This design comes from an exercise in tuning for small area and a short achievable clock period on the open sky130 flow, not from production work. For this run, only the layout was checked, not whether the RTL still works. Power is estimated from default activity; no workload was simulated.

--- flow/flow/run.sh ---
#!/bin/bash
set -euo pipefail
export BUFFER_PORTS_ARGS="-buffer_cell sky130_fd_sc_hd__buf_2"
export SETUP_SLACK_MARGIN=6.5
bash standard.sh > standard.log 2>&1
--- flow/standard.sh ---
#!/bin/bash
# synth_recipe.tcl (not shown) runs the flow's synth.tcl, then flattens the netlist and writes it again
# the make line also repeats each setting of config.mk as NAME=value (left out here)
make -C /OpenROAD-flow-scripts/flow DESIGN_CONFIG=/design/flow/config.mk WORK_HOME=/design/flow/orfs CLKGATE_MAP_FILE= SYNTH_SCRIPT=/design/flow/synth_recipe.tcl "${@:-finish}"
--- flow/config.mk ---
export PLATFORM = sky130hd
export DESIGN_NAME = MAC
export DESIGN_NICKNAME = MAC
export VERILOG_FILES = /design/flow/design.v
export SDC_FILE = /design/flow/constraint.sdc
export NUM_CORES = 4
export LEC_CHECK = 0
export CAP_MARGIN = 20
export CORE_MARGIN = 2
export CORE_UTILIZATION = 60
export SLEW_MARGIN = 20
export SYNTH_HIERARCHICAL = 1
export SYNTH_MINIMUM_KEEP_SIZE = 0
--- flow/constraint.sdc ---
create_clock -name core_clock -period 12.0 [get_ports {i_clk}]
set_input_delay 2.4000 -clock core_clock [delete_from_list [all_inputs] [get_ports {i_clk}]]
set_output_delay 2.4000 -clock core_clock [all_outputs]
set_load 0.01 [all_outputs]
--- flow/design.v ---
module MAC #(parameter ABIT = 16, BBIT = 16, EBIT = 8)
(
	i_clk,
	i_a, i_b, i_loadVal,
	i_load, i_add, i_useMul,
	o_result
);
	input i_clk, i_load, i_add, i_useMul;
	input signed [15:0] i_a;
	input signed [15:0] i_b;
	input signed [39:0] i_loadVal;
	output signed [39:0] o_result;
  reg [39:0] S;
  reg [27:0] C;   
  wire one1;
  wire two2;
  wire neg3;
  wire x4;
  wire x5;
  wire x6;
  wire x7;
  wire x8;
  wire x9;
  wire x10;
  wire x11;
  wire x12;
  wire x13;
  wire x14;
  wire x15;
  wire x16;
  wire x17;
  wire x18;
  wire x19;
  wire pp20;
  wire pp21;
  wire pp22;
  wire pp23;
  wire pp24;
  wire pp25;
  wire pp26;
  wire pp27;
  wire pp28;
  wire pp29;
  wire pp30;
  wire pp31;
  wire pp32;
  wire pp33;
  wire pp34;
  wire pp35;
  wire pp36;
  wire pp37;
  wire negc38;
  wire one39;
  wire two40;
  wire neg41;
  wire x42;
  wire x43;
  wire x44;
  wire x45;
  wire x46;
  wire x47;
  wire x48;
  wire x49;
  wire x50;
  wire x51;
  wire x52;
  wire x53;
  wire x54;
  wire x55;
  wire x56;
  wire x57;
  wire pp58;
  wire pp59;
  wire pp60;
  wire pp61;
  wire pp62;
  wire pp63;
  wire pp64;
  wire pp65;
  wire pp66;
  wire pp67;
  wire pp68;
  wire pp69;
  wire pp70;
  wire pp71;
  wire pp72;
  wire pp73;
  wire pp74;
  wire pp75;
  wire negc76;
  wire one77;
  wire two78;
  wire neg79;
  wire x80;
  wire x81;
  wire x82;
  wire x83;
  wire x84;
  wire x85;
  wire x86;
  wire x87;
  wire x88;
  wire x89;
  wire x90;
  wire x91;
  wire x92;
  wire x93;
  wire x94;
  wire x95;
  wire pp96;
  wire pp97;
  wire pp98;
  wire pp99;
  wire pp100;
  wire pp101;
  wire pp102;
  wire pp103;
  wire pp104;
  wire pp105;
  wire pp106;
  wire pp107;
  wire pp108;
  wire pp109;
  wire pp110;
  wire pp111;
  wire pp112;
  wire pp113;
  wire negc114;
  wire one115;
  wire two116;
  wire neg117;
  wire x118;
  wire x119;
  wire x120;
  wire x121;
  wire x122;
  wire x123;
  wire x124;
  wire x125;
  wire x126;
  wire x127;
  wire x128;
  wire x129;
  wire x130;
  wire x131;
  wire x132;
  wire x133;
  wire pp134;
  wire pp135;
  wire pp136;
  wire pp137;
  wire pp138;
  wire pp139;
  wire pp140;
  wire pp141;
  wire pp142;
  wire pp143;
  wire pp144;
  wire pp145;
  wire pp146;
  wire pp147;
  wire pp148;
  wire pp149;
  wire pp150;
  wire pp151;
  wire negc152;
  wire one153;
  wire two154;
  wire neg155;
  wire x156;
  wire x157;
  wire x158;
  wire x159;
  wire x160;
  wire x161;
  wire x162;
  wire x163;
  wire x164;
  wire x165;
  wire x166;
  wire x167;
  wire x168;
  wire x169;
  wire x170;
  wire x171;
  wire pp172;
  wire pp173;
  wire pp174;
  wire pp175;
  wire pp176;
  wire pp177;
  wire pp178;
  wire pp179;
  wire pp180;
  wire pp181;
  wire pp182;
  wire pp183;
  wire pp184;
  wire pp185;
  wire pp186;
  wire pp187;
  wire pp188;
  wire pp189;
  wire negc190;
  wire one191;
  wire two192;
  wire neg193;
  wire x194;
  wire x195;
  wire x196;
  wire x197;
  wire x198;
  wire x199;
  wire x200;
  wire x201;
  wire x202;
  wire x203;
  wire x204;
  wire x205;
  wire x206;
  wire x207;
  wire x208;
  wire x209;
  wire pp210;
  wire pp211;
  wire pp212;
  wire pp213;
  wire pp214;
  wire pp215;
  wire pp216;
  wire pp217;
  wire pp218;
  wire pp219;
  wire pp220;
  wire pp221;
  wire pp222;
  wire pp223;
  wire pp224;
  wire pp225;
  wire pp226;
  wire pp227;
  wire negc228;
  wire one229;
  wire two230;
  wire neg231;
  wire x232;
  wire x233;
  wire x234;
  wire x235;
  wire x236;
  wire x237;
  wire x238;
  wire x239;
  wire x240;
  wire x241;
  wire x242;
  wire x243;
  wire x244;
  wire x245;
  wire x246;
  wire x247;
  wire pp248;
  wire pp249;
  wire pp250;
  wire pp251;
  wire pp252;
  wire pp253;
  wire pp254;
  wire pp255;
  wire pp256;
  wire pp257;
  wire pp258;
  wire pp259;
  wire pp260;
  wire pp261;
  wire pp262;
  wire pp263;
  wire pp264;
  wire pp265;
  wire negc266;
  wire one267;
  wire two268;
  wire neg269;
  wire x270;
  wire x271;
  wire x272;
  wire x273;
  wire x274;
  wire x275;
  wire x276;
  wire x277;
  wire x278;
  wire x279;
  wire x280;
  wire x281;
  wire x282;
  wire x283;
  wire x284;
  wire x285;
  wire pp286;
  wire pp287;
  wire pp288;
  wire pp289;
  wire pp290;
  wire pp291;
  wire pp292;
  wire pp293;
  wire pp294;
  wire pp295;
  wire pp296;
  wire pp297;
  wire pp298;
  wire pp299;
  wire pp300;
  wire pp301;
  wire pp302;
  wire pp303;
  wire negc304;
  wire base305;
  wire base306;
  wire base307;
  wire base308;
  wire base309;
  wire base310;
  wire base311;
  wire base312;
  wire base313;
  wire base314;
  wire base315;
  wire base316;
  wire base317;
  wire base318;
  wire base319;
  wire base320;
  wire base321;
  wire base322;
  wire base323;
  wire base324;
  wire base325;
  wire base326;
  wire base327;
  wire base328;
  wire base329;
  wire base330;
  wire base331;
  wire base332;
  wire base333;
  wire base334;
  wire base335;
  wire base336;
  wire base337;
  wire base338;
  wire base339;
  wire base340;
  wire base341;
  wire base342;
  wire base343;
  wire base344;
  wire [7:0] btop345;
  wire n346;
  wire n347;
  wire n348;
  wire n349;
  wire n350;
  wire n351;
  wire n352;
  wire n353;
  wire n354;
  wire n355;
  wire n356;
  wire n357;
  wire n358;
  wire n359;
  wire n360;
  wire n361;
  wire n362;
  wire n363;
  wire n364;
  wire n365;
  wire n366;
  wire n367;
  wire n368;
  wire n369;
  wire n370;
  wire n371;
  wire n372;
  wire n373;
  wire n374;
  wire n375;
  wire n376;
  wire n377;
  wire n378;
  wire n379;
  wire n380;
  wire n381;
  wire n382;
  wire n383;
  wire n384;
  wire n385;
  wire n386;
  wire n387;
  wire n388;
  wire n389;
  wire n390;
  wire n391;
  wire n392;
  wire n393;
  wire n394;
  wire n395;
  wire n396;
  wire n397;
  wire n398;
  wire n399;
  wire n400;
  wire n401;
  wire n402;
  wire n403;
  wire n404;
  wire n405;
  wire n406;
  wire n407;
  wire n408;
  wire n409;
  wire n410;
  wire n411;
  wire n412;
  wire n413;
  wire n414;
  wire n415;
  wire n416;
  wire n417;
  wire n418;
  wire n419;
  wire n420;
  wire n421;
  wire n422;
  wire n423;
  wire n424;
  wire n425;
  wire n426;
  wire n427;
  wire n428;
  wire n429;
  wire n430;
  wire n431;
  wire n432;
  wire n433;
  wire n434;
  wire n435;
  wire n436;
  wire n437;
  wire n438;
  wire n439;
  wire n440;
  wire n441;
  wire n442;
  wire n443;
  wire n444;
  wire n445;
  wire n446;
  wire n447;
  wire n448;
  wire n449;
  wire n450;
  wire n451;
  wire n452;
  wire n453;
  wire n454;
  wire n455;
  wire n456;
  wire n457;
  wire n458;
  wire n459;
  wire n460;
  wire n461;
  wire n462;
  wire n463;
  wire n464;
  wire n465;
  wire n466;
  wire n467;
  wire n468;
  wire n469;
  wire n470;
  wire n471;
  wire n472;
  wire n473;
  wire n474;
  wire n475;
  wire n476;
  wire n477;
  wire n478;
  wire n479;
  wire n480;
  wire n481;
  wire n482;
  wire n483;
  wire n484;
  wire n485;
  wire n486;
  wire n487;
  wire n488;
  wire n489;
  wire n490;
  wire n491;
  wire n492;
  wire n493;
  wire n494;
  wire n495;
  wire n496;
  wire n497;
  wire n498;
  wire n499;
  wire n500;
  wire n501;
  wire n502;
  wire n503;
  wire n504;
  wire n505;
  wire n506;
  wire n507;
  wire n508;
  wire n509;
  wire n510;
  wire n511;
  wire n512;
  wire n513;
  wire n514;
  wire n515;
  wire n516;
  wire n517;
  wire n518;
  wire n519;
  wire n520;
  wire n521;
  wire n522;
  wire n523;
  wire n524;
  wire n525;
  wire n526;
  wire n527;
  wire n528;
  wire n529;
  wire n530;
  wire n531;
  wire n532;
  wire n533;
  wire n534;
  wire n535;
  wire n536;
  wire n537;
  wire n538;
  wire n539;
  wire n540;
  wire n541;
  wire n542;
  wire n543;
  wire n544;
  wire n545;
  wire n546;
  wire n547;
  wire n548;
  wire n549;
  wire n550;
  wire n551;
  wire n552;
  wire n553;
  wire n554;
  wire n555;
  wire n556;
  wire n557;
  wire n558;
  wire n559;
  wire n560;
  wire n561;
  wire n562;
  wire n563;
  wire n564;
  wire n565;
  wire n566;
  wire n567;
  wire n568;
  wire n569;
  wire n570;
  wire n571;
  wire n572;
  wire n573;
  wire n574;
  wire n575;
  wire n576;
  wire n577;
  wire n578;
  wire n579;
  wire n580;
  wire n581;
  wire n582;
  wire n583;
  wire n584;
  wire n585;
  wire n586;
  wire n587;
  wire n588;
  wire n589;
  wire n590;
  wire n591;
  wire n592;
  wire n593;
  wire n594;
  wire n595;
  wire n596;
  wire n597;
  wire n598;
  wire n599;
  wire n600;
  wire n601;
  wire n602;
  wire n603;
  wire n604;
  wire n605;
  wire n606;
  wire n607;
  wire n608;
  wire n609;
  wire n610;
  wire n611;
  wire n612;
  wire n613;
  wire n614;
  wire n615;
  wire n616;
  wire n617;
  wire n618;
  wire n619;
  wire n620;
  wire n621;
  wire n622;
  wire n623;
  wire n624;
  wire n625;
  wire n626;
  wire n627;
  wire n628;
  wire n629;
  wire n630;
  wire n631;
  wire n632;
  wire n633;
  assign one1 = i_useMul & i_b[0];
  assign two2 = i_useMul & i_b[1] & ~i_b[0];
  assign neg3 = i_b[1] ^ ~i_add;
  assign x4 = i_a[0] ^ neg3;
  assign x5 = i_a[1] ^ neg3;
  assign x6 = i_a[2] ^ neg3;
  assign x7 = i_a[3] ^ neg3;
  assign x8 = i_a[4] ^ neg3;
  assign x9 = i_a[5] ^ neg3;
  assign x10 = i_a[6] ^ neg3;
  assign x11 = i_a[7] ^ neg3;
  assign x12 = i_a[8] ^ neg3;
  assign x13 = i_a[9] ^ neg3;
  assign x14 = i_a[10] ^ neg3;
  assign x15 = i_a[11] ^ neg3;
  assign x16 = i_a[12] ^ neg3;
  assign x17 = i_a[13] ^ neg3;
  assign x18 = i_a[14] ^ neg3;
  assign x19 = i_a[15] ^ neg3;
  assign pp20 = (one1 & x4) | (two2 & neg3);
  assign pp21 = (one1 & x5) | (two2 & x4);
  assign pp22 = (one1 & x6) | (two2 & x5);
  assign pp23 = (one1 & x7) | (two2 & x6);
  assign pp24 = (one1 & x8) | (two2 & x7);
  assign pp25 = (one1 & x9) | (two2 & x8);
  assign pp26 = (one1 & x10) | (two2 & x9);
  assign pp27 = (one1 & x11) | (two2 & x10);
  assign pp28 = (one1 & x12) | (two2 & x11);
  assign pp29 = (one1 & x13) | (two2 & x12);
  assign pp30 = (one1 & x14) | (two2 & x13);
  assign pp31 = (one1 & x15) | (two2 & x14);
  assign pp32 = (one1 & x16) | (two2 & x15);
  assign pp33 = (one1 & x17) | (two2 & x16);
  assign pp34 = (one1 & x18) | (two2 & x17);
  assign pp35 = (one1 & x19) | (two2 & x18);
  assign pp36 = (one1 & x19) | (two2 & x19);
  assign pp37 = ~pp36;
  assign negc38 = neg3 & (one1 | two2);
  assign one39 = i_useMul & (i_b[2] ^ i_b[1]);
  assign two40 = i_useMul & ((i_b[3] & ~i_b[2] & ~i_b[1]) | (~i_b[3] & i_b[2] & i_b[1]));
  assign neg41 = i_b[3] ^ ~i_add;
  assign x42 = i_a[0] ^ neg41;
  assign x43 = i_a[1] ^ neg41;
  assign x44 = i_a[2] ^ neg41;
  assign x45 = i_a[3] ^ neg41;
  assign x46 = i_a[4] ^ neg41;
  assign x47 = i_a[5] ^ neg41;
  assign x48 = i_a[6] ^ neg41;
  assign x49 = i_a[7] ^ neg41;
  assign x50 = i_a[8] ^ neg41;
  assign x51 = i_a[9] ^ neg41;
  assign x52 = i_a[10] ^ neg41;
  assign x53 = i_a[11] ^ neg41;
  assign x54 = i_a[12] ^ neg41;
  assign x55 = i_a[13] ^ neg41;
  assign x56 = i_a[14] ^ neg41;
  assign x57 = i_a[15] ^ neg41;
  assign pp58 = (one39 & x42) | (two40 & neg41);
  assign pp59 = (one39 & x43) | (two40 & x42);
  assign pp60 = (one39 & x44) | (two40 & x43);
  assign pp61 = (one39 & x45) | (two40 & x44);
  assign pp62 = (one39 & x46) | (two40 & x45);
  assign pp63 = (one39 & x47) | (two40 & x46);
  assign pp64 = (one39 & x48) | (two40 & x47);
  assign pp65 = (one39 & x49) | (two40 & x48);
  assign pp66 = (one39 & x50) | (two40 & x49);
  assign pp67 = (one39 & x51) | (two40 & x50);
  assign pp68 = (one39 & x52) | (two40 & x51);
  assign pp69 = (one39 & x53) | (two40 & x52);
  assign pp70 = (one39 & x54) | (two40 & x53);
  assign pp71 = (one39 & x55) | (two40 & x54);
  assign pp72 = (one39 & x56) | (two40 & x55);
  assign pp73 = (one39 & x57) | (two40 & x56);
  assign pp74 = (one39 & x57) | (two40 & x57);
  assign pp75 = ~pp74;
  assign negc76 = neg41 & (one39 | two40);
  assign one77 = i_useMul & (i_b[4] ^ i_b[3]);
  assign two78 = i_useMul & ((i_b[5] & ~i_b[4] & ~i_b[3]) | (~i_b[5] & i_b[4] & i_b[3]));
  assign neg79 = i_b[5] ^ ~i_add;
  assign x80 = i_a[0] ^ neg79;
  assign x81 = i_a[1] ^ neg79;
  assign x82 = i_a[2] ^ neg79;
  assign x83 = i_a[3] ^ neg79;
  assign x84 = i_a[4] ^ neg79;
  assign x85 = i_a[5] ^ neg79;
  assign x86 = i_a[6] ^ neg79;
  assign x87 = i_a[7] ^ neg79;
  assign x88 = i_a[8] ^ neg79;
  assign x89 = i_a[9] ^ neg79;
  assign x90 = i_a[10] ^ neg79;
  assign x91 = i_a[11] ^ neg79;
  assign x92 = i_a[12] ^ neg79;
  assign x93 = i_a[13] ^ neg79;
  assign x94 = i_a[14] ^ neg79;
  assign x95 = i_a[15] ^ neg79;
  assign pp96 = (one77 & x80) | (two78 & neg79);
  assign pp97 = (one77 & x81) | (two78 & x80);
  assign pp98 = (one77 & x82) | (two78 & x81);
  assign pp99 = (one77 & x83) | (two78 & x82);
  assign pp100 = (one77 & x84) | (two78 & x83);
  assign pp101 = (one77 & x85) | (two78 & x84);
  assign pp102 = (one77 & x86) | (two78 & x85);
  assign pp103 = (one77 & x87) | (two78 & x86);
  assign pp104 = (one77 & x88) | (two78 & x87);
  assign pp105 = (one77 & x89) | (two78 & x88);
  assign pp106 = (one77 & x90) | (two78 & x89);
  assign pp107 = (one77 & x91) | (two78 & x90);
  assign pp108 = (one77 & x92) | (two78 & x91);
  assign pp109 = (one77 & x93) | (two78 & x92);
  assign pp110 = (one77 & x94) | (two78 & x93);
  assign pp111 = (one77 & x95) | (two78 & x94);
  assign pp112 = (one77 & x95) | (two78 & x95);
  assign pp113 = ~pp112;
  assign negc114 = neg79 & (one77 | two78);
  assign one115 = i_useMul & (i_b[6] ^ i_b[5]);
  assign two116 = i_useMul & ((i_b[7] & ~i_b[6] & ~i_b[5]) | (~i_b[7] & i_b[6] & i_b[5]));
  assign neg117 = i_b[7] ^ ~i_add;
  assign x118 = i_a[0] ^ neg117;
  assign x119 = i_a[1] ^ neg117;
  assign x120 = i_a[2] ^ neg117;
  assign x121 = i_a[3] ^ neg117;
  assign x122 = i_a[4] ^ neg117;
  assign x123 = i_a[5] ^ neg117;
  assign x124 = i_a[6] ^ neg117;
  assign x125 = i_a[7] ^ neg117;
  assign x126 = i_a[8] ^ neg117;
  assign x127 = i_a[9] ^ neg117;
  assign x128 = i_a[10] ^ neg117;
  assign x129 = i_a[11] ^ neg117;
  assign x130 = i_a[12] ^ neg117;
  assign x131 = i_a[13] ^ neg117;
  assign x132 = i_a[14] ^ neg117;
  assign x133 = i_a[15] ^ neg117;
  assign pp134 = (one115 & x118) | (two116 & neg117);
  assign pp135 = (one115 & x119) | (two116 & x118);
  assign pp136 = (one115 & x120) | (two116 & x119);
  assign pp137 = (one115 & x121) | (two116 & x120);
  assign pp138 = (one115 & x122) | (two116 & x121);
  assign pp139 = (one115 & x123) | (two116 & x122);
  assign pp140 = (one115 & x124) | (two116 & x123);
  assign pp141 = (one115 & x125) | (two116 & x124);
  assign pp142 = (one115 & x126) | (two116 & x125);
  assign pp143 = (one115 & x127) | (two116 & x126);
  assign pp144 = (one115 & x128) | (two116 & x127);
  assign pp145 = (one115 & x129) | (two116 & x128);
  assign pp146 = (one115 & x130) | (two116 & x129);
  assign pp147 = (one115 & x131) | (two116 & x130);
  assign pp148 = (one115 & x132) | (two116 & x131);
  assign pp149 = (one115 & x133) | (two116 & x132);
  assign pp150 = (one115 & x133) | (two116 & x133);
  assign pp151 = ~pp150;
  assign negc152 = neg117 & (one115 | two116);
  assign one153 = i_useMul & (i_b[8] ^ i_b[7]);
  assign two154 = i_useMul & ((i_b[9] & ~i_b[8] & ~i_b[7]) | (~i_b[9] & i_b[8] & i_b[7]));
  assign neg155 = i_b[9] ^ ~i_add;
  assign x156 = i_a[0] ^ neg155;
  assign x157 = i_a[1] ^ neg155;
  assign x158 = i_a[2] ^ neg155;
  assign x159 = i_a[3] ^ neg155;
  assign x160 = i_a[4] ^ neg155;
  assign x161 = i_a[5] ^ neg155;
  assign x162 = i_a[6] ^ neg155;
  assign x163 = i_a[7] ^ neg155;
  assign x164 = i_a[8] ^ neg155;
  assign x165 = i_a[9] ^ neg155;
  assign x166 = i_a[10] ^ neg155;
  assign x167 = i_a[11] ^ neg155;
  assign x168 = i_a[12] ^ neg155;
  assign x169 = i_a[13] ^ neg155;
  assign x170 = i_a[14] ^ neg155;
  assign x171 = i_a[15] ^ neg155;
  assign pp172 = (one153 & x156) | (two154 & neg155);
  assign pp173 = (one153 & x157) | (two154 & x156);
  assign pp174 = (one153 & x158) | (two154 & x157);
  assign pp175 = (one153 & x159) | (two154 & x158);
  assign pp176 = (one153 & x160) | (two154 & x159);
  assign pp177 = (one153 & x161) | (two154 & x160);
  assign pp178 = (one153 & x162) | (two154 & x161);
  assign pp179 = (one153 & x163) | (two154 & x162);
  assign pp180 = (one153 & x164) | (two154 & x163);
  assign pp181 = (one153 & x165) | (two154 & x164);
  assign pp182 = (one153 & x166) | (two154 & x165);
  assign pp183 = (one153 & x167) | (two154 & x166);
  assign pp184 = (one153 & x168) | (two154 & x167);
  assign pp185 = (one153 & x169) | (two154 & x168);
  assign pp186 = (one153 & x170) | (two154 & x169);
  assign pp187 = (one153 & x171) | (two154 & x170);
  assign pp188 = (one153 & x171) | (two154 & x171);
  assign pp189 = ~pp188;
  assign negc190 = neg155 & (one153 | two154);
  assign one191 = i_useMul & (i_b[10] ^ i_b[9]);
  assign two192 = i_useMul & ((i_b[11] & ~i_b[10] & ~i_b[9]) | (~i_b[11] & i_b[10] & i_b[9]));
  assign neg193 = i_b[11] ^ ~i_add;
  assign x194 = i_a[0] ^ neg193;
  assign x195 = i_a[1] ^ neg193;
  assign x196 = i_a[2] ^ neg193;
  assign x197 = i_a[3] ^ neg193;
  assign x198 = i_a[4] ^ neg193;
  assign x199 = i_a[5] ^ neg193;
  assign x200 = i_a[6] ^ neg193;
  assign x201 = i_a[7] ^ neg193;
  assign x202 = i_a[8] ^ neg193;
  assign x203 = i_a[9] ^ neg193;
  assign x204 = i_a[10] ^ neg193;
  assign x205 = i_a[11] ^ neg193;
  assign x206 = i_a[12] ^ neg193;
  assign x207 = i_a[13] ^ neg193;
  assign x208 = i_a[14] ^ neg193;
  assign x209 = i_a[15] ^ neg193;
  assign pp210 = (one191 & x194) | (two192 & neg193);
  assign pp211 = (one191 & x195) | (two192 & x194);
  assign pp212 = (one191 & x196) | (two192 & x195);
  assign pp213 = (one191 & x197) | (two192 & x196);
  assign pp214 = (one191 & x198) | (two192 & x197);
  assign pp215 = (one191 & x199) | (two192 & x198);
  assign pp216 = (one191 & x200) | (two192 & x199);
  assign pp217 = (one191 & x201) | (two192 & x200);
  assign pp218 = (one191 & x202) | (two192 & x201);
  assign pp219 = (one191 & x203) | (two192 & x202);
  assign pp220 = (one191 & x204) | (two192 & x203);
  assign pp221 = (one191 & x205) | (two192 & x204);
  assign pp222 = (one191 & x206) | (two192 & x205);
  assign pp223 = (one191 & x207) | (two192 & x206);
  assign pp224 = (one191 & x208) | (two192 & x207);
  assign pp225 = (one191 & x209) | (two192 & x208);
  assign pp226 = (one191 & x209) | (two192 & x209);
  assign pp227 = ~pp226;
  assign negc228 = neg193 & (one191 | two192);
  assign one229 = i_useMul & (i_b[12] ^ i_b[11]);
  assign two230 = i_useMul & ((i_b[13] & ~i_b[12] & ~i_b[11]) | (~i_b[13] & i_b[12] & i_b[11]));
  assign neg231 = i_b[13] ^ ~i_add;
  assign x232 = i_a[0] ^ neg231;
  assign x233 = i_a[1] ^ neg231;
  assign x234 = i_a[2] ^ neg231;
  assign x235 = i_a[3] ^ neg231;
  assign x236 = i_a[4] ^ neg231;
  assign x237 = i_a[5] ^ neg231;
  assign x238 = i_a[6] ^ neg231;
  assign x239 = i_a[7] ^ neg231;
  assign x240 = i_a[8] ^ neg231;
  assign x241 = i_a[9] ^ neg231;
  assign x242 = i_a[10] ^ neg231;
  assign x243 = i_a[11] ^ neg231;
  assign x244 = i_a[12] ^ neg231;
  assign x245 = i_a[13] ^ neg231;
  assign x246 = i_a[14] ^ neg231;
  assign x247 = i_a[15] ^ neg231;
  assign pp248 = (one229 & x232) | (two230 & neg231);
  assign pp249 = (one229 & x233) | (two230 & x232);
  assign pp250 = (one229 & x234) | (two230 & x233);
  assign pp251 = (one229 & x235) | (two230 & x234);
  assign pp252 = (one229 & x236) | (two230 & x235);
  assign pp253 = (one229 & x237) | (two230 & x236);
  assign pp254 = (one229 & x238) | (two230 & x237);
  assign pp255 = (one229 & x239) | (two230 & x238);
  assign pp256 = (one229 & x240) | (two230 & x239);
  assign pp257 = (one229 & x241) | (two230 & x240);
  assign pp258 = (one229 & x242) | (two230 & x241);
  assign pp259 = (one229 & x243) | (two230 & x242);
  assign pp260 = (one229 & x244) | (two230 & x243);
  assign pp261 = (one229 & x245) | (two230 & x244);
  assign pp262 = (one229 & x246) | (two230 & x245);
  assign pp263 = (one229 & x247) | (two230 & x246);
  assign pp264 = (one229 & x247) | (two230 & x247);
  assign pp265 = ~pp264;
  assign negc266 = neg231 & (one229 | two230);
  assign one267 = i_useMul & (i_b[14] ^ i_b[13]);
  assign two268 = i_useMul & ((i_b[15] & ~i_b[14] & ~i_b[13]) | (~i_b[15] & i_b[14] & i_b[13]));
  assign neg269 = i_b[15] ^ ~i_add;
  assign x270 = i_a[0] ^ neg269;
  assign x271 = i_a[1] ^ neg269;
  assign x272 = i_a[2] ^ neg269;
  assign x273 = i_a[3] ^ neg269;
  assign x274 = i_a[4] ^ neg269;
  assign x275 = i_a[5] ^ neg269;
  assign x276 = i_a[6] ^ neg269;
  assign x277 = i_a[7] ^ neg269;
  assign x278 = i_a[8] ^ neg269;
  assign x279 = i_a[9] ^ neg269;
  assign x280 = i_a[10] ^ neg269;
  assign x281 = i_a[11] ^ neg269;
  assign x282 = i_a[12] ^ neg269;
  assign x283 = i_a[13] ^ neg269;
  assign x284 = i_a[14] ^ neg269;
  assign x285 = i_a[15] ^ neg269;
  assign pp286 = (one267 & x270) | (two268 & neg269);
  assign pp287 = (one267 & x271) | (two268 & x270);
  assign pp288 = (one267 & x272) | (two268 & x271);
  assign pp289 = (one267 & x273) | (two268 & x272);
  assign pp290 = (one267 & x274) | (two268 & x273);
  assign pp291 = (one267 & x275) | (two268 & x274);
  assign pp292 = (one267 & x276) | (two268 & x275);
  assign pp293 = (one267 & x277) | (two268 & x276);
  assign pp294 = (one267 & x278) | (two268 & x277);
  assign pp295 = (one267 & x279) | (two268 & x278);
  assign pp296 = (one267 & x280) | (two268 & x279);
  assign pp297 = (one267 & x281) | (two268 & x280);
  assign pp298 = (one267 & x282) | (two268 & x281);
  assign pp299 = (one267 & x283) | (two268 & x282);
  assign pp300 = (one267 & x284) | (two268 & x283);
  assign pp301 = (one267 & x285) | (two268 & x284);
  assign pp302 = (one267 & x285) | (two268 & x285);
  assign pp303 = ~pp302;
  assign negc304 = neg269 & (one267 | two268);
  assign base305 = i_load ? i_loadVal[0] : o_result[0];
  assign base306 = i_load ? i_loadVal[1] : o_result[1];
  assign base307 = i_load ? i_loadVal[2] : o_result[2];
  assign base308 = i_load ? i_loadVal[3] : o_result[3];
  assign base309 = i_load ? i_loadVal[4] : o_result[4];
  assign base310 = i_load ? i_loadVal[5] : o_result[5];
  assign base311 = i_load ? i_loadVal[6] : o_result[6];
  assign base312 = i_load ? i_loadVal[7] : o_result[7];
  assign base313 = i_load ? i_loadVal[8] : o_result[8];
  assign base314 = i_load ? i_loadVal[9] : o_result[9];
  assign base315 = i_load ? i_loadVal[10] : o_result[10];
  assign base316 = i_load ? i_loadVal[11] : o_result[11];
  assign base317 = i_load ? i_loadVal[12] : o_result[12];
  assign base318 = i_load ? i_loadVal[13] : o_result[13];
  assign base319 = i_load ? i_loadVal[14] : o_result[14];
  assign base320 = i_load ? i_loadVal[15] : o_result[15];
  assign base321 = i_load ? i_loadVal[16] : o_result[16];
  assign base322 = i_load ? i_loadVal[17] : o_result[17];
  assign base323 = i_load ? i_loadVal[18] : o_result[18];
  assign base324 = i_load ? i_loadVal[19] : o_result[19];
  assign base325 = i_load ? i_loadVal[20] : o_result[20];
  assign base326 = i_load ? i_loadVal[21] : o_result[21];
  assign base327 = i_load ? i_loadVal[22] : o_result[22];
  assign base328 = i_load ? i_loadVal[23] : o_result[23];
  assign base329 = i_load ? i_loadVal[24] : o_result[24];
  assign base330 = i_load ? i_loadVal[25] : o_result[25];
  assign base331 = i_load ? i_loadVal[26] : o_result[26];
  assign base332 = i_load ? i_loadVal[27] : o_result[27];
  assign base333 = i_load ? i_loadVal[28] : o_result[28];
  assign base334 = i_load ? i_loadVal[29] : o_result[29];
  assign base335 = i_load ? i_loadVal[30] : o_result[30];
  assign base336 = i_load ? i_loadVal[31] : o_result[31];
  assign base337 = i_load ? i_loadVal[32] : o_result[32];
  assign base338 = i_load ? i_loadVal[33] : o_result[33];
  assign base339 = i_load ? i_loadVal[34] : o_result[34];
  assign base340 = i_load ? i_loadVal[35] : o_result[35];
  assign base341 = i_load ? i_loadVal[36] : o_result[36];
  assign base342 = i_load ? i_loadVal[37] : o_result[37];
  assign base343 = i_load ? i_loadVal[38] : o_result[38];
  assign base344 = i_load ? i_loadVal[39] : o_result[39];
  assign btop345 = {base344, base343, base342, base341, base340, base339, base338, base337} + 8'd255;
  MAC_fa un346 (.a(base305), .b(pp20), .c(negc38), .s(n346), .co(n347));
  MAC_fa un348 (.a(base306), .b(pp21), .c(n347), .s(n348), .co(n349));
  MAC_fa un350 (.a(base307), .b(pp22), .c(pp58), .s(n350), .co(n351));
  MAC_fa un352 (.a(negc76), .b(n350), .c(n349), .s(n352), .co(n353));
  MAC_fa un354 (.a(base308), .b(pp23), .c(pp59), .s(n354), .co(n355));
  MAC_fa un356 (.a(n351), .b(n354), .c(n353), .s(n356), .co(n357));
  MAC_fa un358 (.a(base309), .b(pp24), .c(pp60), .s(n358), .co(n359));
  MAC_fa un360 (.a(pp96), .b(negc114), .c(n355), .s(n360), .co(n361));
  MAC_ha un362 (.a(n358), .b(n360), .s(n362), .co(n363));
  MAC_fa un364 (.a(base310), .b(pp25), .c(pp61), .s(n364), .co(n365));
  MAC_fa un366 (.a(pp97), .b(n359), .c(n364), .s(n366), .co(n367));
  MAC_ha un368 (.a(n361), .b(n366), .s(n368), .co(n369));
  MAC_fa un370 (.a(base311), .b(pp26), .c(pp62), .s(n370), .co(n371));
  MAC_fa un372 (.a(pp98), .b(pp134), .c(negc152), .s(n372), .co(n373));
  MAC_fa un374 (.a(n365), .b(n370), .c(n372), .s(n374), .co(n375));
  MAC_ha un376 (.a(n367), .b(n374), .s(n376), .co(n377));
  MAC_fa un378 (.a(base312), .b(pp27), .c(pp63), .s(n378), .co(n379));
  MAC_fa un380 (.a(pp99), .b(pp135), .c(n371), .s(n380), .co(n381));
  MAC_fa un382 (.a(n373), .b(n378), .c(n380), .s(n382), .co(n383));
  MAC_ha un384 (.a(n375), .b(n377), .s(n384), .co(n385));
  MAC_fa un386 (.a(base313), .b(pp28), .c(pp64), .s(n386), .co(n387));
  MAC_fa un388 (.a(pp100), .b(pp136), .c(pp172), .s(n388), .co(n389));
  MAC_fa un390 (.a(negc190), .b(n379), .c(n386), .s(n390), .co(n391));
  MAC_fa un392 (.a(n388), .b(n381), .c(n390), .s(n392), .co(n393));
  MAC_ha un394 (.a(n383), .b(n385), .s(n394), .co(n395));
  MAC_fa un396 (.a(base314), .b(pp29), .c(pp65), .s(n396), .co(n397));
  MAC_fa un398 (.a(pp101), .b(pp137), .c(pp173), .s(n398), .co(n399));
  MAC_fa un400 (.a(n387), .b(n389), .c(n396), .s(n400), .co(n401));
  MAC_fa un402 (.a(n398), .b(n391), .c(n400), .s(n402), .co(n403));
  MAC_ha un404 (.a(n393), .b(n402), .s(n404), .co(n405));
  MAC_fa un406 (.a(base315), .b(pp30), .c(pp66), .s(n406), .co(n407));
  MAC_fa un408 (.a(pp102), .b(pp138), .c(pp174), .s(n408), .co(n409));
  MAC_fa un410 (.a(pp210), .b(negc228), .c(n397), .s(n410), .co(n411));
  MAC_fa un412 (.a(n399), .b(n406), .c(n408), .s(n412), .co(n413));
  MAC_fa un414 (.a(n410), .b(n401), .c(n412), .s(n414), .co(n415));
  MAC_ha un416 (.a(n403), .b(n414), .s(n416), .co(n417));
  MAC_fa un418 (.a(base316), .b(pp31), .c(pp67), .s(n418), .co(n419));
  MAC_fa un420 (.a(pp103), .b(pp139), .c(pp175), .s(n420), .co(n421));
  MAC_fa un422 (.a(pp211), .b(n407), .c(n409), .s(n422), .co(n423));
  MAC_fa un424 (.a(n418), .b(n420), .c(n411), .s(n424), .co(n425));
  MAC_fa un426 (.a(n422), .b(n413), .c(n424), .s(n426), .co(n427));
  MAC_ha un428 (.a(n415), .b(n417), .s(n428), .co(n429));
  MAC_fa un430 (.a(base317), .b(pp32), .c(pp68), .s(n430), .co(n431));
  MAC_fa un432 (.a(pp104), .b(pp140), .c(pp176), .s(n432), .co(n433));
  MAC_fa un434 (.a(pp212), .b(pp248), .c(negc266), .s(n434), .co(n435));
  MAC_fa un436 (.a(n419), .b(n421), .c(n430), .s(n436), .co(n437));
  MAC_fa un438 (.a(n432), .b(n434), .c(n423), .s(n438), .co(n439));
  MAC_fa un440 (.a(n436), .b(n425), .c(n438), .s(n440), .co(n441));
  MAC_ha un442 (.a(n427), .b(n440), .s(n442), .co(n443));
  MAC_fa un444 (.a(base318), .b(pp33), .c(pp69), .s(n444), .co(n445));
  MAC_fa un446 (.a(pp105), .b(pp141), .c(pp177), .s(n446), .co(n447));
  MAC_fa un448 (.a(pp213), .b(pp249), .c(n431), .s(n448), .co(n449));
  MAC_fa un450 (.a(n433), .b(n435), .c(n444), .s(n450), .co(n451));
  MAC_fa un452 (.a(n446), .b(n448), .c(n437), .s(n452), .co(n453));
  MAC_fa un454 (.a(n450), .b(n439), .c(n452), .s(n454), .co(n455));
  MAC_ha un456 (.a(n441), .b(n454), .s(n456), .co(n457));
  MAC_fa un458 (.a(base319), .b(pp34), .c(pp70), .s(n458), .co(n459));
  MAC_fa un460 (.a(pp106), .b(pp142), .c(pp178), .s(n460), .co(n461));
  MAC_fa un462 (.a(pp214), .b(pp250), .c(pp286), .s(n462), .co(n463));
  MAC_fa un464 (.a(negc304), .b(n445), .c(n447), .s(n464), .co(n465));
  MAC_fa un466 (.a(n458), .b(n460), .c(n462), .s(n466), .co(n467));
  MAC_fa un468 (.a(n449), .b(n464), .c(n451), .s(n468), .co(n469));
  MAC_fa un470 (.a(n466), .b(n453), .c(n468), .s(n470), .co(n471));
  MAC_ha un472 (.a(n455), .b(n470), .s(n472), .co(n473));
  MAC_fa un474 (.a(base320), .b(pp35), .c(pp71), .s(n474), .co(n475));
  MAC_fa un476 (.a(pp107), .b(pp143), .c(pp179), .s(n476), .co(n477));
  MAC_fa un478 (.a(pp215), .b(pp251), .c(pp287), .s(n478), .co(n479));
  MAC_fa un480 (.a(n459), .b(n461), .c(n463), .s(n480), .co(n481));
  MAC_fa un482 (.a(n474), .b(n476), .c(n478), .s(n482), .co(n483));
  MAC_fa un484 (.a(n465), .b(n480), .c(n467), .s(n484), .co(n485));
  MAC_fa un486 (.a(n482), .b(n469), .c(n484), .s(n486), .co(n487));
  MAC_ha un488 (.a(n471), .b(n486), .s(n488), .co(n489));
  assign n490 = ~(base321 ^ pp37);
  assign n491 = base321 | pp37;
  MAC_fa un492 (.a(pp72), .b(pp108), .c(pp144), .s(n492), .co(n493));
  MAC_fa un494 (.a(pp180), .b(pp216), .c(pp252), .s(n494), .co(n495));
  MAC_fa un496 (.a(pp288), .b(n490), .c(n475), .s(n496), .co(n497));
  MAC_fa un498 (.a(n477), .b(n479), .c(n492), .s(n498), .co(n499));
  MAC_fa un500 (.a(n494), .b(n481), .c(n496), .s(n500), .co(n501));
  MAC_fa un502 (.a(n483), .b(n498), .c(n485), .s(n502), .co(n503));
  MAC_fa un504 (.a(n500), .b(n487), .c(n502), .s(n504), .co(n505));
  assign n506 = ~(base322 ^ pp73);
  assign n507 = base322 | pp73;
  MAC_fa un508 (.a(pp109), .b(pp145), .c(pp181), .s(n508), .co(n509));
  MAC_fa un510 (.a(pp217), .b(pp253), .c(pp289), .s(n510), .co(n511));
  MAC_fa un512 (.a(n491), .b(n506), .c(n493), .s(n512), .co(n513));
  MAC_fa un514 (.a(n495), .b(n508), .c(n510), .s(n514), .co(n515));
  MAC_fa un516 (.a(n497), .b(n512), .c(n499), .s(n516), .co(n517));
  MAC_fa un518 (.a(n514), .b(n501), .c(n516), .s(n518), .co(n519));
  MAC_ha un520 (.a(n503), .b(n518), .s(n520), .co(n521));
  MAC_fa un522 (.a(base323), .b(pp75), .c(pp110), .s(n522), .co(n523));
  MAC_fa un524 (.a(pp146), .b(pp182), .c(pp218), .s(n524), .co(n525));
  MAC_fa un526 (.a(pp254), .b(pp290), .c(n507), .s(n526), .co(n527));
  MAC_fa un528 (.a(n509), .b(n511), .c(n522), .s(n528), .co(n529));
  MAC_fa un530 (.a(n524), .b(n526), .c(n513), .s(n530), .co(n531));
  MAC_fa un532 (.a(n515), .b(n528), .c(n530), .s(n532), .co(n533));
  MAC_fa un534 (.a(n517), .b(n532), .c(n519), .s(n534), .co(n535));
  assign n536 = ~(base324 ^ pp111);
  assign n537 = base324 | pp111;
  MAC_fa un538 (.a(pp147), .b(pp183), .c(pp219), .s(n538), .co(n539));
  MAC_fa un540 (.a(pp255), .b(pp291), .c(n536), .s(n540), .co(n541));
  MAC_fa un542 (.a(n523), .b(n525), .c(n538), .s(n542), .co(n543));
  MAC_fa un544 (.a(n527), .b(n540), .c(n529), .s(n544), .co(n545));
  MAC_fa un546 (.a(n542), .b(n531), .c(n544), .s(n546), .co(n547));
  MAC_ha un548 (.a(n533), .b(n546), .s(n548), .co(n549));
  MAC_fa un550 (.a(base325), .b(pp113), .c(pp148), .s(n550), .co(n551));
  MAC_fa un552 (.a(pp184), .b(pp220), .c(pp256), .s(n552), .co(n553));
  MAC_fa un554 (.a(pp292), .b(n537), .c(n539), .s(n554), .co(n555));
  MAC_fa un556 (.a(n550), .b(n552), .c(n541), .s(n556), .co(n557));
  MAC_fa un558 (.a(n554), .b(n543), .c(n556), .s(n558), .co(n559));
  MAC_fa un560 (.a(n545), .b(n558), .c(n547), .s(n560), .co(n561));
  assign n562 = ~(base326 ^ pp149);
  assign n563 = base326 | pp149;
  MAC_fa un564 (.a(pp185), .b(pp221), .c(pp257), .s(n564), .co(n565));
  MAC_fa un566 (.a(pp293), .b(n562), .c(n551), .s(n566), .co(n567));
  MAC_fa un568 (.a(n553), .b(n564), .c(n555), .s(n568), .co(n569));
  MAC_fa un570 (.a(n566), .b(n557), .c(n568), .s(n570), .co(n571));
  MAC_ha un572 (.a(n559), .b(n570), .s(n572), .co(n573));
  MAC_fa un574 (.a(base327), .b(pp151), .c(pp186), .s(n574), .co(n575));
  MAC_fa un576 (.a(pp222), .b(pp258), .c(pp294), .s(n576), .co(n577));
  MAC_fa un578 (.a(n563), .b(n565), .c(n574), .s(n578), .co(n579));
  MAC_fa un580 (.a(n576), .b(n567), .c(n578), .s(n580), .co(n581));
  MAC_fa un582 (.a(n569), .b(n580), .c(n571), .s(n582), .co(n583));
  assign n584 = ~(base328 ^ pp187);
  assign n585 = base328 | pp187;
  MAC_fa un586 (.a(pp223), .b(pp259), .c(pp295), .s(n586), .co(n587));
  MAC_fa un588 (.a(n584), .b(n575), .c(n577), .s(n588), .co(n589));
  MAC_fa un590 (.a(n586), .b(n588), .c(n579), .s(n590), .co(n591));
  MAC_ha un592 (.a(n581), .b(n590), .s(n592), .co(n593));
  MAC_fa un594 (.a(base329), .b(pp189), .c(pp224), .s(n594), .co(n595));
  MAC_fa un596 (.a(pp260), .b(pp296), .c(n585), .s(n596), .co(n597));
  MAC_fa un598 (.a(n587), .b(n594), .c(n596), .s(n598), .co(n599));
  MAC_fa un600 (.a(n589), .b(n598), .c(n591), .s(n600), .co(n601));
  assign n602 = ~(base330 ^ pp225);
  assign n603 = base330 | pp225;
  MAC_fa un604 (.a(pp261), .b(pp297), .c(n602), .s(n604), .co(n605));
  MAC_fa un606 (.a(n595), .b(n597), .c(n604), .s(n606), .co(n607));
  MAC_ha un608 (.a(n599), .b(n606), .s(n608), .co(n609));
  MAC_fa un610 (.a(base331), .b(pp227), .c(pp262), .s(n610), .co(n611));
  MAC_fa un612 (.a(pp298), .b(n603), .c(n610), .s(n612), .co(n613));
  MAC_fa un614 (.a(n605), .b(n612), .c(n607), .s(n614), .co(n615));
  assign n616 = ~(base332 ^ pp263);
  assign n617 = base332 | pp263;
  MAC_fa un618 (.a(pp299), .b(n616), .c(n611), .s(n618), .co(n619));
  MAC_ha un620 (.a(n618), .b(n613), .s(n620), .co(n621));
  MAC_fa un622 (.a(base333), .b(pp265), .c(pp300), .s(n622), .co(n623));
  MAC_fa un624 (.a(n617), .b(n622), .c(n619), .s(n624), .co(n625));
  assign n626 = ~(base334 ^ pp301);
  assign n627 = base334 | pp301;
  MAC_ha un628 (.a(n626), .b(n623), .s(n628), .co(n629));
  MAC_fa un630 (.a(base335), .b(pp303), .c(n627), .s(n630), .co(n631));
  assign n632 = ~(base336 ^ n631);
  assign n633 = base336 | n631;
  assign o_result = S + {1'b0, 1'b0, 1'b0, 1'b0, 1'b0, 1'b0, 1'b0, C[27], 1'b0, C[26], C[25], C[24], C[23], C[22], C[21], C[20], C[19], C[18], C[17], C[16], C[15], C[14], C[13], C[12], C[11], C[10], C[9], C[8], C[7], C[6], C[5], C[4], C[3], C[2], C[1], C[0], 1'b0, 1'b0, 1'b0, 1'b0};
  always @(posedge i_clk) begin
    S <= {btop345[7], btop345[6], btop345[5], btop345[4], btop345[3], btop345[2], btop345[1], btop345[0], n632, n629, n628, n621, n620, n609, n608, n593, n592, n573, n572, n549, n535, n521, n505, n489, n473, n457, n443, n429, n426, n405, n395, n392, n382, n369, n363, n362, n356, n352, n348, n346};
    C <= {n633, n630, n625, n624, n615, n614, n601, n600, n583, n582, n561, n560, n548, n534, n520, n504, n488, n472, n456, n442, n428, n416, n404, n394, n384, n376, n368, n357};
  end
endmodule
module MAC_fa(input a, input b, input c, output s, output co);
  assign s = a ^ b ^ c;
  assign co = (a & b) | (a & c) | (b & c);
endmodule
module MAC_ha(input a, input b, output s, output co);
  assign s = a ^ b;
  assign co = a & b;
endmodule
==> reports/qor.yml <==
n_antenna_cell: 0
cp-end-kind: "output pin"
row_count: 48
nets: 1654
vias: 10500
avgRoutedWirePerCell_um: 20.8
cp-start-kind: "flip-flop"
postCtsHoldBufs: 0
dp_cells: 1548
die_x_um: 138
hpwl_mm: 24.2
rsz0062_at_grt: "true"
drc: 0
drive_gt1_frac: 0.242
viasPerCell: 6.45
syn-num-nets: 1600
cts_tree: "done"
totalWireLength_mm: 34.0
switchingPower_uw: 1760
path_class: "reg -> out"
synth_top_area_frac: 0.219
p_seq_frac: 0.125
firstDrtPassIters: 6
drt_iter0_drc: 1287
cts_max_path_buffers: 2
yosysWarnings: 7
synthesis.area_um2: 10700
synth_compound_area_frac: 0.280
numCtsBuffers: 9
die_area_um2: 18900
synthFlopType: "dfxtp_1"
p_leak_uw: 0.00518
track_usage: 0.359
slew_headroom: 0.446
outcome: "timing/DRC/antenna clean"
grt-ovfl-total: 0
finalSetupViolCount: 0
final.period_utilization: 0.459
combinationalPowerShare: 0.797
finClkSkew_ns: 0.0144
yosys.area_share.simple: 0.145
powerDensity_nw_per_um2: 282
max_freq_mhz: 181
p_total_uw: 3510
ys_ff_latch: 68
portBuffers: 115
cp_data_required_time_ns: 9.60
clkPwrFrac: 0.078
synth_top_family_by_area: "adder cells"
synth-xor-area-share: 0.0736
swShare: 0.499
tns_ns: 0
synth_common_cells: "147 x nor2_1, 132 x a21oi_1, 120 x a22oi_1, 120 x clkbuf_1, 117 x fa_1"
gp_congestion: 0.950
antenna_found_initial: 0
start_util: 0.617
yosysTopAreaCell: "fa_1"
cp_max_fo: 8
die_h_um: 138
synth_edf_count: 0
ir_worst_vdd_uv: 210
grt_pass1_vias: 9186
avgSynthCellArea_um2: 7.93
core_um2: 17400
fin_cells: 1634
fin_crit_ns: 5.51
hp-class: "reg -> reg"
cts.sinks: 68
ios: 116
p_int_uw: 1760
syn_inst: 1350
crit_arrival_ns: 3.11
synthTopCellsByArea: "fa_1 22%, dfxtp_1 13%, a22oi_1 8.4%"
grt_pass1_wl_mm: 51.4
drtAntennaViolNets: 0
final_hold_viol_count: 0
clk_pin_slew_ns: 0.07
cap_viol_max_count: 0
synth_most_common_cell: "nor2_1"
async_flop_share: 0
htreeDepth: 3
ys_seq_area_frac: 0.127
synthAdderAreaFrac: 0.285
area_delta_synth_final_pct: 16.5
fillers: 1371
grt_max_degree: 47
ys_types: 63
root_buffer: "clkbuf_16"
slew_violations: 0
hold_ws_ns: 0.696
tightest_slew_ns: 0.822
clk_latency_ns: 0.35
synth.area.mux_share: 0.0235
## critical path: stages (launching register included)
cell and delay (ns):
dfxtp_1 0.31, ha_1 0.44, and3_1 0.23, nand2_1 0.05, o21ai_0 0.67, nor2_1 0.22, a21oi_2 0.28, a21oi_1 0.14
xnor2_1 0.26, buf_2 0.18
## Yosys stat by module (local to each module, per instance)
module / copies in the design / cells
MAC: 1 / 1215
MAC_fa: 116 / 1
MAC_ha: 19 / 1
## state kept, by name, indices dropped and copies added (netlist names)
register / flops
S: 40
C: 28
## cell usage in the layout, fill, tap and decap left out, types with 5 or more instances in the layout
master | Yosys | final
nor2_1 | 147 | 146
a21oi_1 | 132 | 115
a22oi_1 | 120 | 113
o22ai_1 | 108 | 106
buf_2 | 14 | 103
nand2_1 | 113 | 98
fa_1 | 117 | 98
buf_4 | 4 | 70
dfxtp_1 | 68 | 66
ha_1 | 57 | 56
xnor2_1 | 42 | 42
o21ai_0 | 44 | 33
xor2_1 | 48 | 33
inv_1 | 26 | 26
a21oi_2 | 3 | 20
nor2b_1 | 21 | 20
nand3_1 | 19 | 19
fa_2 | 0 | 19
mux2i_1 | 15 | 15
xor2_2 | 0 | 14
and2_4 | 0 | 14
a21o_1 | 10 | 10
nand2_4 | 0 | 10
mux2_2 | 9 | 9
clkbuf_16 | 0 | 9
a31oi_1 | 8 | 8
a22oi_2 | 1 | 8
o21ai_1 | 3 | 7
o21ai_2 | 1 | 7
clkbuf_4 | 0 | 7
buf_6 | 2 | 7
o21a_1 | 6 | 6
nand4_1 | 6 | 6
nand2b_1 | 6 | 6
o21bai_1 | 6 | 6
and4_1 | 5 | 5
nand2_2 | 0 | 5
## power by group through the flow
stage | clock [µW] | combinational, µW | sequential (µW)
detailed placement | 0 | 2660 | 443
CTS | 278 | 2720 | 439
global placement | 0 | 2550 | 441
global route | 286 | 3180 | 450
finish | 273 | 2800 | 440
floorplan | 0 | 1930 | 426
## metrics by stage
stage	setup WS (ns)	utilization	cell area, µm²
floorplan	6.39	-	11100
global placement	5.49	0.644	11200
detailed placement	5.43	0.644	11200
CTS	6.50	0.688	11900
global route	6.42	0.719	12500
finish	6.49	0.719	12500
## worst paths after layout
kind         slack (ns)  cells after the start  startpoint      endpoint
max                6.49                      9       C[11]  o_result[28]
min                0.70                      2        S[1]          S[1]
max reg2reg        7.02                     14       C[11]         C[16]
min reg2reg        0.70                      2        S[1]          S[1]
## what timing repair did
item                       CTS  global route
setup buffers               31            39
gates resized for setup     64            65
pin swaps                    4            14
setup endpoints to repair   42            29
## cell families after synthesis
logic type	Yosys count
mux	24
simple gates	352
buf+inv	176
fa+ha+maj	174
xor+xnor	90
flops	68
compound gates	466
## area by class of cell
cell class              count  area, µm²  share of cell area
multi-input cells        1106       9150               0.733
flip-flops and latches     68       1360               0.109
repair buffers            192       1270               0.102
well taps                 225        282              0.0226
clock buffers              10        239              0.0192
inverters                  27        114             0.00912
clock inverters             6       63.8             0.00511
## metal layers
layer | global-route usage | vias up | part of all wire
li1 | - | 4887 | -
met1 | 0.545 | 4963 | 0.44
met5 | 0 | - | 0
met4 | 0.0762 | 0 | 0.022
met2 | 0.519 | 635 | 0.42
met3 | 0.0839 | 59 | 0.12

[separate check: timing with driven ports]
The results above use ideal ports. As a check the final layout listed here was re-extracted and re-timed, cells and wires unchanged. Step 1 assumes that a clkbuf_16 drives the clock port and a buf_2 every other input. Step 2 also shifts input and output timing later by t, the mid clock arrival at the registers, as if the neighbouring blocks saw the same clock. Three values: ideal ports, drivers, drivers and shift; two values: the first two.
t (ns): 0.392
setup slack, ns: 6.489 / 6.443 / 6.142
slew at the worst register clock pin (ns): 0.07 / 0.07
After both steps setup and hold are still met in this run. For this run, drivers alone change the setup slack by -0.046 ns; drivers and shift together by -0.347 ns.
